From an optimization exercise on the open Yosys and OpenROAD flow, aimed at small area, a short achievable clock period and few clock cycles per item; shortcuts taken in it are not production practice. Power figures rest on the tool's default switching activity, not on a simulated workload.

==> 03-19: inputs <==
==> flow/design.v <==
`timescale 1ns/1ps
module generic_regs
   #(
      parameter UDP_REG_SRC_WIDTH = 2,
      parameter TAG = 0,
      parameter REG_ADDR_WIDTH = 5,
      parameter NUM_SOFTWARE_REGS = 4
   )
   (
      input                                  reg_req_in,
      input                                  reg_ack_in,
      input                                  reg_rd_wr_L_in,
      input  [23-1:0]       reg_addr_in,
      input  [32-1:0]      reg_data_in,
      input  [UDP_REG_SRC_WIDTH-1:0]         reg_src_in,
      output reg                             reg_req_out,
      output reg                             reg_ack_out,
      output reg                             reg_rd_wr_L_out,
      output reg [23-1:0]   reg_addr_out,
      output reg [32-1:0]  reg_data_out,
      output reg [UDP_REG_SRC_WIDTH-1:0]     reg_src_out,
      output [63:0]                          rule_word,
      output                                 sw_done,
      input                                  clk,
      input                                  reset
   );
   wire tag_match = reg_addr_in[23-1:REG_ADDR_WIDTH] == TAG;
   wire [REG_ADDR_WIDTH-1:0] offset = reg_addr_in[REG_ADDR_WIDTH-1:0];
   wire hit = reg_req_in && !reg_ack_in && tag_match && (offset < NUM_SOFTWARE_REGS);
   reg [31:0] q0, q1, q2, q3;
   reg [1:0]  ph;
   reg [1:0]  clr;         
   reg        wr_pend;     
   reg [1:0]  wr_off;
   reg        wb_pend;     
   wire       clearing = reset || clr != 2'd0;
   wire       wr_go    = wr_pend && ph == wr_off && !clearing;
   assign rule_word = {q0[15:0], q1[15:0], q2[15:0], q3[15:0]};
   assign sw_done   = wb_pend && ph == 2'd0;
   wire [1:0]  rsel = offset[1:0] - ph;
   reg  [31:0] rd_val;
   always @(*) begin
      case (rsel)
         2'd0: rd_val = q0;
         2'd1: rd_val = q1;
         2'd2: rd_val = q2;
         default: rd_val = q3;
      endcase
      if (clearing)
         rd_val = 32'h0;
   end
   always @(posedge clk) begin
      q0 <= q1;
      q1 <= q2;
      q2 <= q3;
      q3 <= clearing ? 32'h0 : wr_go ? reg_data_out : q0;
      if (hit && !reg_rd_wr_L_in)
         wr_off <= offset[1:0];
   end
   always @(posedge clk) begin
      if (reset) begin
         ph      <= 2'd0;
         clr     <= 2'd3;
         wr_pend <= 1'b0;
         wb_pend <= 1'b0;
      end
      else begin
         ph      <= ph + 2'd1;
         if (clr != 2'd0)
            clr <= clr - 2'd1;
         wr_pend <= (hit && !reg_rd_wr_L_in) || (wr_pend && !wr_go);
         wb_pend <= wr_go || (wb_pend && !sw_done);
      end
   end
   always @(posedge clk) begin
      reg_rd_wr_L_out <= reg_rd_wr_L_in;
      reg_addr_out    <= reg_addr_in;
      reg_src_out     <= reg_src_in;
      reg_ack_out     <= reg_ack_in | hit;
      if (reg_req_in)
         reg_data_out <= (hit && reg_rd_wr_L_in) ? rd_val : reg_data_in;
   end
   always @(posedge clk) begin
      if (reset)
         reg_req_out <= 1'b0;
      else
         reg_req_out <= reg_req_in;
   end
endmodule
`timescale 1ns/1ps
module firewall
   #(
      parameter DATA_WIDTH = 64,
      parameter CTRL_WIDTH = DATA_WIDTH/8,
      parameter SRAM_ADDR_WIDTH = 19,
      parameter SRAM_DATA_WIDTH = DATA_WIDTH+CTRL_WIDTH,
      parameter UDP_REG_SRC_WIDTH = 2
   )
   (
      input  [DATA_WIDTH-1:0]             in_data,
      input  [CTRL_WIDTH-1:0]             in_ctrl,
      input                               in_wr,
      output                              in_rdy,
      output reg [DATA_WIDTH-1:0]         out_data,
      output reg [CTRL_WIDTH-1:0]         out_ctrl,
      output reg                          out_wr,
      input                               out_rdy,
      input                               reg_req_in,
      input                               reg_ack_in,
      input                               reg_rd_wr_L_in,
      input  [23-1:0]    reg_addr_in,
      input  [32-1:0]   reg_data_in,
      input  [UDP_REG_SRC_WIDTH-1:0]      reg_src_in,
      output                              reg_req_out,
      output                              reg_ack_out,
      output                              reg_rd_wr_L_out,
      output  [23-1:0]   reg_addr_out,
      output  [32-1:0]  reg_data_out,
      output  [UDP_REG_SRC_WIDTH-1:0]     reg_src_out,
      output reg                          sram_rd_req,
      output reg [SRAM_ADDR_WIDTH-1:0]    sram_rd_addr,
      input [DATA_WIDTH-1:0]              sram_rd_data,
      input                               sram_rd_ack,
      input                               sram_rd_vld,
      output reg                          sram_wr_req,
      output reg [SRAM_ADDR_WIDTH-1:0]    sram_wr_addr,
      output reg [DATA_WIDTH-1:0]         sram_wr_data,
      input                               sram_wr_ack,
      input                                reset,
      input                                clk
   );
   localparam W = DATA_WIDTH+CTRL_WIDTH;
   localparam TCP = 8'h06;
   wire [63:0] rule_word;
   wire        sw_done;
   generic_regs
   #(
      .UDP_REG_SRC_WIDTH   (UDP_REG_SRC_WIDTH),
      .TAG                 (18'h00002),
      .REG_ADDR_WIDTH      (5),
      .NUM_SOFTWARE_REGS   (4)
   ) module_regs (
      .reg_req_in       (reg_req_in),
      .reg_ack_in       (reg_ack_in),
      .reg_rd_wr_L_in   (reg_rd_wr_L_in),
      .reg_addr_in      (reg_addr_in),
      .reg_data_in      (reg_data_in),
      .reg_src_in       (reg_src_in),
      .reg_req_out      (reg_req_out),
      .reg_ack_out      (reg_ack_out),
      .reg_rd_wr_L_out  (reg_rd_wr_L_out),
      .reg_addr_out     (reg_addr_out),
      .reg_data_out     (reg_data_out),
      .reg_src_out      (reg_src_out),
      .rule_word        (rule_word),
      .sw_done          (sw_done),
      .clk              (clk),
      .reset            (reset)
    );
   always @(*) begin
      sram_wr_req  = sw_done;
      sram_wr_addr = 'h0;
      sram_wr_data = rule_word;
   end
   reg [2:0]   wc;
   reg         ipv4, tcp;
   reg         rq;           
   reg [15:0]  dport;
   wire        tcp_now = ipv4 && in_data[7:0] == TCP;
   always @(*) begin
      sram_rd_req  = in_wr && rq;
      sram_rd_addr = 'h0;
   end
   wire match = sram_rd_data[15:0]  == dport || sram_rd_data[31:16] == dport ||
                sram_rd_data[47:32] == dport || sram_rd_data[63:48] == dport;
   wire        hdr_in = in_wr && wc == 3'd0 && in_ctrl == 8'hff;
   wire        w3_in  = in_wr && wc == 3'd3;
   always @(posedge clk) begin
      if (reset) begin
         wc <= 3'd0;
         rq <= 1'b0;
      end
      else begin
         if (in_wr)
            rq <= wc == 3'd4 && tcp;
         if (in_wr)
            case (wc)
               3'd0: if (in_ctrl == 8'hff) wc <= 3'd1;
               3'd1: if (in_ctrl == 8'h00) wc <= 3'd2;
               3'd2: wc <= 3'd3;
               3'd3: wc <= 3'd4;
               3'd4: wc <= 3'd5;
               default: wc <= 3'd0;
            endcase
      end
   end
   always @(posedge clk) begin
      if (in_wr && wc == 3'd2)
         ipv4 <= in_data[31:16] == 16'h0800 && in_data[15:12] == 4'h4;
      if (w3_in)
         tcp <= tcp_now;
      if (in_wr && wc == 3'd5)
         dport <= in_data[31:16];
   end
   reg [W-1:0] r0, r1, r2, r3, r4, r5, r6, r7, r8, r9;
   reg [9:0]   rv;           
   reg [3:0]   sup;          
   reg [3:0]   tp;           
   reg         hd_drop;      
   reg         a_use, a_dv, a_dd;
   reg         b_use, b_dv, b_dd;
   reg         go, skip, in_f, in_g;
   wire        cons9 = skip || (go && out_rdy);
   wire        keep9 = rv[9] && !cons9;
   assign in_rdy = in_f || (in_g && out_rdy);
   always @(*) begin
      {out_ctrl, out_data} = r9;
      out_wr = go && out_rdy;
   end
   wire        hdr8  = r8[W-1:DATA_WIDTH] == 8'hff;
   wire        hdr9  = r9[W-1:DATA_WIDTH] == 8'hff;
   wire        cons_hdr = cons9 && hdr9;
   reg          m3, m4;
   wire         tcp0   = m3 && r0[7:0] == TCP;
   wire [16:0]  chksum = {1'b0, r0[63:48]} + 17'h100;
   wire [15:0]  chksum_cout = chksum[15:0] + {15'h0, chksum[16]};
   reg  [W-1:0] r0_mod;
   always @(*) begin
      r0_mod = r0;
      if (tcp0)
         r0_mod[15:8] = r0[15:8] - 8'h1;
      if (m4)
         r0_mod[63:48] = chksum_cout;
   end
   always @(posedge clk) begin
      m3 <= in_wr && wc == 3'd3 && ipv4;
      m4 <= in_wr && wc == 3'd4 && tcp;
      r0 <= ({W{in_wr}} & {in_ctrl, in_data}) | ({W{keep9}} & r9);
      r1 <= r0_mod;
      r2 <= r1;
      r3 <= r2;
      r4 <= r3;
      r5 <= r4;
      r6 <= r5;
      r7 <= r6;
      r8 <= r7;
      r9 <= r8;
   end
   reg          a_use_n, a_dv_n, a_dd_n, b_use_n, b_dv_n, b_dd_n;
   always @(*) begin
      a_use_n = a_use; a_dv_n = a_dv; a_dd_n = a_dd;
      b_use_n = b_use; b_dv_n = b_dv; b_dd_n = b_dd;
      if (cons_hdr) begin
         a_use_n = b_use; a_dv_n = b_dv; a_dd_n = b_dd;
         b_use_n = 1'b0;
      end
      if (hdr_in) begin
         if (!a_use_n) begin
            a_use_n = 1'b1; a_dv_n = 1'b0;
         end
         else begin
            b_use_n = 1'b1; b_dv_n = 1'b0;
         end
      end
      if (w3_in && !tcp_now) begin
         if (b_use_n) begin
            b_dv_n = 1'b1; b_dd_n = 1'b0;
         end
         else begin
            a_dv_n = 1'b1; a_dd_n = 1'b0;
         end
      end
      if (sram_rd_vld) begin
         if (!a_dv_n) begin
            a_dv_n = 1'b1; a_dd_n = match;
         end
         else begin
            b_dv_n = 1'b1; b_dd_n = match;
         end
      end
   end
   wire         head9   = rv[9] && sup == 4'd0;
   wire [3:0]   sup_n   = (head9 && !cons9) ? 4'd9 : (sup != 4'd0) ? sup - 4'd1 : 4'd0;
   wire [9:0]   rv_n    = {rv[8:0], in_wr || keep9};
   wire [3:0]   tp_n    = (in_wr || tp == 4'd9) ? 4'd0 : tp + 4'd1;
   wire         hd_drop_n = cons_hdr ? a_dd : hd_drop;
   wire         head_n  = rv[8] && sup_n == 4'd0;
   wire         go_n    = head_n && (hdr8 ? a_dv_n && !a_dd_n : !hd_drop_n);
   wire         skip_n  = head_n && (hdr8 ? a_dv_n && a_dd_n : hd_drop_n);
   wire         behind_n = tp_n == 4'd0 || rv_n == 10'h0;
   always @(posedge clk) begin
      hd_drop <= hd_drop_n;
      a_dv <= a_dv_n; a_dd <= a_dd_n;
      b_dv <= b_dv_n; b_dd <= b_dd_n;
      tp   <= tp_n;
   end
   always @(posedge clk) begin
      if (reset) begin
         rv    <= 10'h0;
         sup   <= 4'd0;
         a_use <= 1'b0;
         b_use <= 1'b0;
         go    <= 1'b0;
         skip  <= 1'b0;
         in_f  <= 1'b1;
         in_g  <= 1'b0;
      end
      else begin
         rv    <= rv_n;
         sup   <= sup_n;
         a_use <= a_use_n;
         b_use <= b_use_n;
         go    <= go_n;
         skip  <= skip_n;
         in_f  <= behind_n && (!rv_n[9] || skip_n);
         in_g  <= behind_n && go_n;
      end
   end
endmodule
==> flow/flow/run.sh <==
#!/bin/bash
# The standard layout (standard.sh: the standard flow's synthesis and ORFS flow, unchanged
# scripts) with two placement/CTS choices passed through ORFS variables:
#  - every input and output port still gets its own buffer, but a small
#    sky130_fd_sc_hd__buf_1 instead of the default clkdlybuf4s50_1 delay cell;
#  - clock tree synthesis without dummy loads.
# The whole make output goes to flow.log in this folder; ORFS's own per-step
# logs stay under orfs/logs/.
set -euo pipefail
cd "$(dirname "$0")/.."
export BUFFER_PORTS_ARGS="-buffer_cell sky130_fd_sc_hd__buf_1"
export CTS_ARGS="-sink_clustering_enable -repair_clock_nets -dont_use_dummy_load -buf_list sky130_fd_sc_hd__clkbuf_4 -sink_clustering_size 10 -sink_clustering_max_diameter 40"
bash standard.sh > flow.log 2>&1
==> flow/standard.sh <==
#!/bin/bash
# synth_recipe.tcl (not shown) runs the flow's synth.tcl, then flattens the netlist and writes it again
# the make line also repeats each setting of config.mk as NAME=value (left out here)
make -C /OpenROAD-flow-scripts/flow DESIGN_CONFIG=/design/flow/config.mk WORK_HOME=/design/flow/orfs CLKGATE_MAP_FILE= SYNTH_SCRIPT=/design/flow/synth_recipe.tcl "${@:-finish}"
==> flow/config.mk <==
export PLATFORM = sky130hd
export DESIGN_NAME = firewall
export DESIGN_NICKNAME = firewall
export VERILOG_FILES = /design/flow/design.v
export SDC_FILE = /design/flow/constraint.sdc
export NUM_CORES = 4
export LEC_CHECK = 0
export CAP_MARGIN = 20
export CORE_MARGIN = 2
export CORE_UTILIZATION = 65
export PLACE_DENSITY = 0.75
export SETUP_SLACK_MARGIN = 2.8
export SLEW_MARGIN = 20
==> flow/constraint.sdc <==
create_clock -name core_clock -period 5.5 [get_ports {clk}]
set_input_delay 1.1000 -clock core_clock [delete_from_list [all_inputs] [get_ports {clk}]]
set_output_delay 1.1000 -clock core_clock [all_outputs]
set_load 0.01 [all_outputs]
==> 11-11: changes against 03-19 <==
--- a/flow/design.v
+++ b/flow/design.v
@@ -211,7 +211,6 @@
    reg         b_use, b_dv, b_dd;
    reg         go, skip, in_f, in_g;
    wire        cons9 = skip || (go && out_rdy);
-   wire        keep9 = rv[9] && !cons9;
    assign in_rdy = in_f || (in_g && out_rdy);
    always @(*) begin
       {out_ctrl, out_data} = r9;
@@ -235,7 +234,7 @@
    always @(posedge clk) begin
       m3 <= in_wr && wc == 3'd3 && ipv4;
       m4 <= in_wr && wc == 3'd4 && tcp;
-      r0 <= ({W{in_wr}} & {in_ctrl, in_data}) | ({W{keep9}} & r9);
+      r0 <= in_wr ? {in_ctrl, in_data} : r9;
       r1 <= r0_mod;
       r2 <= r1;
       r3 <= r2;
@@ -281,7 +280,7 @@
    end
    wire         head9   = rv[9] && sup == 4'd0;
    wire [3:0]   sup_n   = (head9 && !cons9) ? 4'd9 : (sup != 4'd0) ? sup - 4'd1 : 4'd0;
-   wire [9:0]   rv_n    = {rv[8:0], in_wr || keep9};
+   wire [9:0]   rv_n    = {rv[8:0], in_wr || (rv[9] && !cons9)};
    wire [3:0]   tp_n    = (in_wr || tp == 4'd9) ? 4'd0 : tp + 4'd1;
    wire         hd_drop_n = cons_hdr ? a_dd : hd_drop;
    wire         head_n  = rv[8] && sup_n == 4'd0;
==> notes <==
- Of 11-11 and 03-19, 11-11 has the higher cell area (gap 0.67%, measured against 03-19).
- In clock power, 03-19 and 11-11 hardly differ.
- First-iteration DRC count: 11-11 is lower than 03-19 (27%).
- 11-11 ran to the end with no violations. 03-19 finished clean.
- Sequential share of layout area: 03-19 is higher than 11-11 (0.51 points).
==> figures <==
Result of the run: 11-11 finished clean; 03-19 finished clean
Worst R2R Setup Slack: 11-11 3.00 ns; 03-19 2.85 ns
Relative contribution of sequential cells to total power: 11-11 69.6%; 03-19 69.0%
Vertical extent of the die: 11-11 202 µm; 03-19 202 µm
Area occupied by multi-input gates: 11-11 0.00485 mm²; 03-19 0.00463 mm²
Final-layout worst hold slack: 11-11 0.284 ns; 03-19 0.275 ns
Sequential Power: 11-11 7.88 mW; 03-19 7.54 mW
Final design utilization: 11-11 72.3%; 03-19 72.1%
Total of fill cells in the finished design: 11-11 2610; 03-19 2594
Sequential share of the synthesized area: 11-11 77.8%; 03-19 78.5%
No functional check of the RTL was part of any run of this note.

[separate check: timing with driven ports]
The results above use ideal ports. As a check the final layouts listed here were re-extracted and re-timed, cells and wires unchanged.
Step 1, drivers: a clkbuf_16 drives clk and a buf_2 each remaining input, both assumed.
Step 2, shift: input delay + t, output delay - t, t = (earliest + latest rising clock arrival at the registers) / 2. This alone moves slack from input paths to output paths.
Slacks: ideal / step 1 / step 2; pairs: ideal / step 1.
run | t (ns) | setup WS [ns] | worst hold slack (ns) | clock arrival spread, ns
03-19 | 0.807 | 2.767 / 2.645 / 1.990 | 0.275 / 0.275 / 0.275 | 0.130 / 0.130
11-11 | 0.823 | 2.812 / 2.687 / 2.167 | 0.284 / 0.284 / 0.284 | 0.067 / 0.068
After both steps setup and hold are still met in every run listed. For 03-19, which loses most, drivers alone change the setup slack by -0.122 ns; drivers and shift together by -0.777 ns.
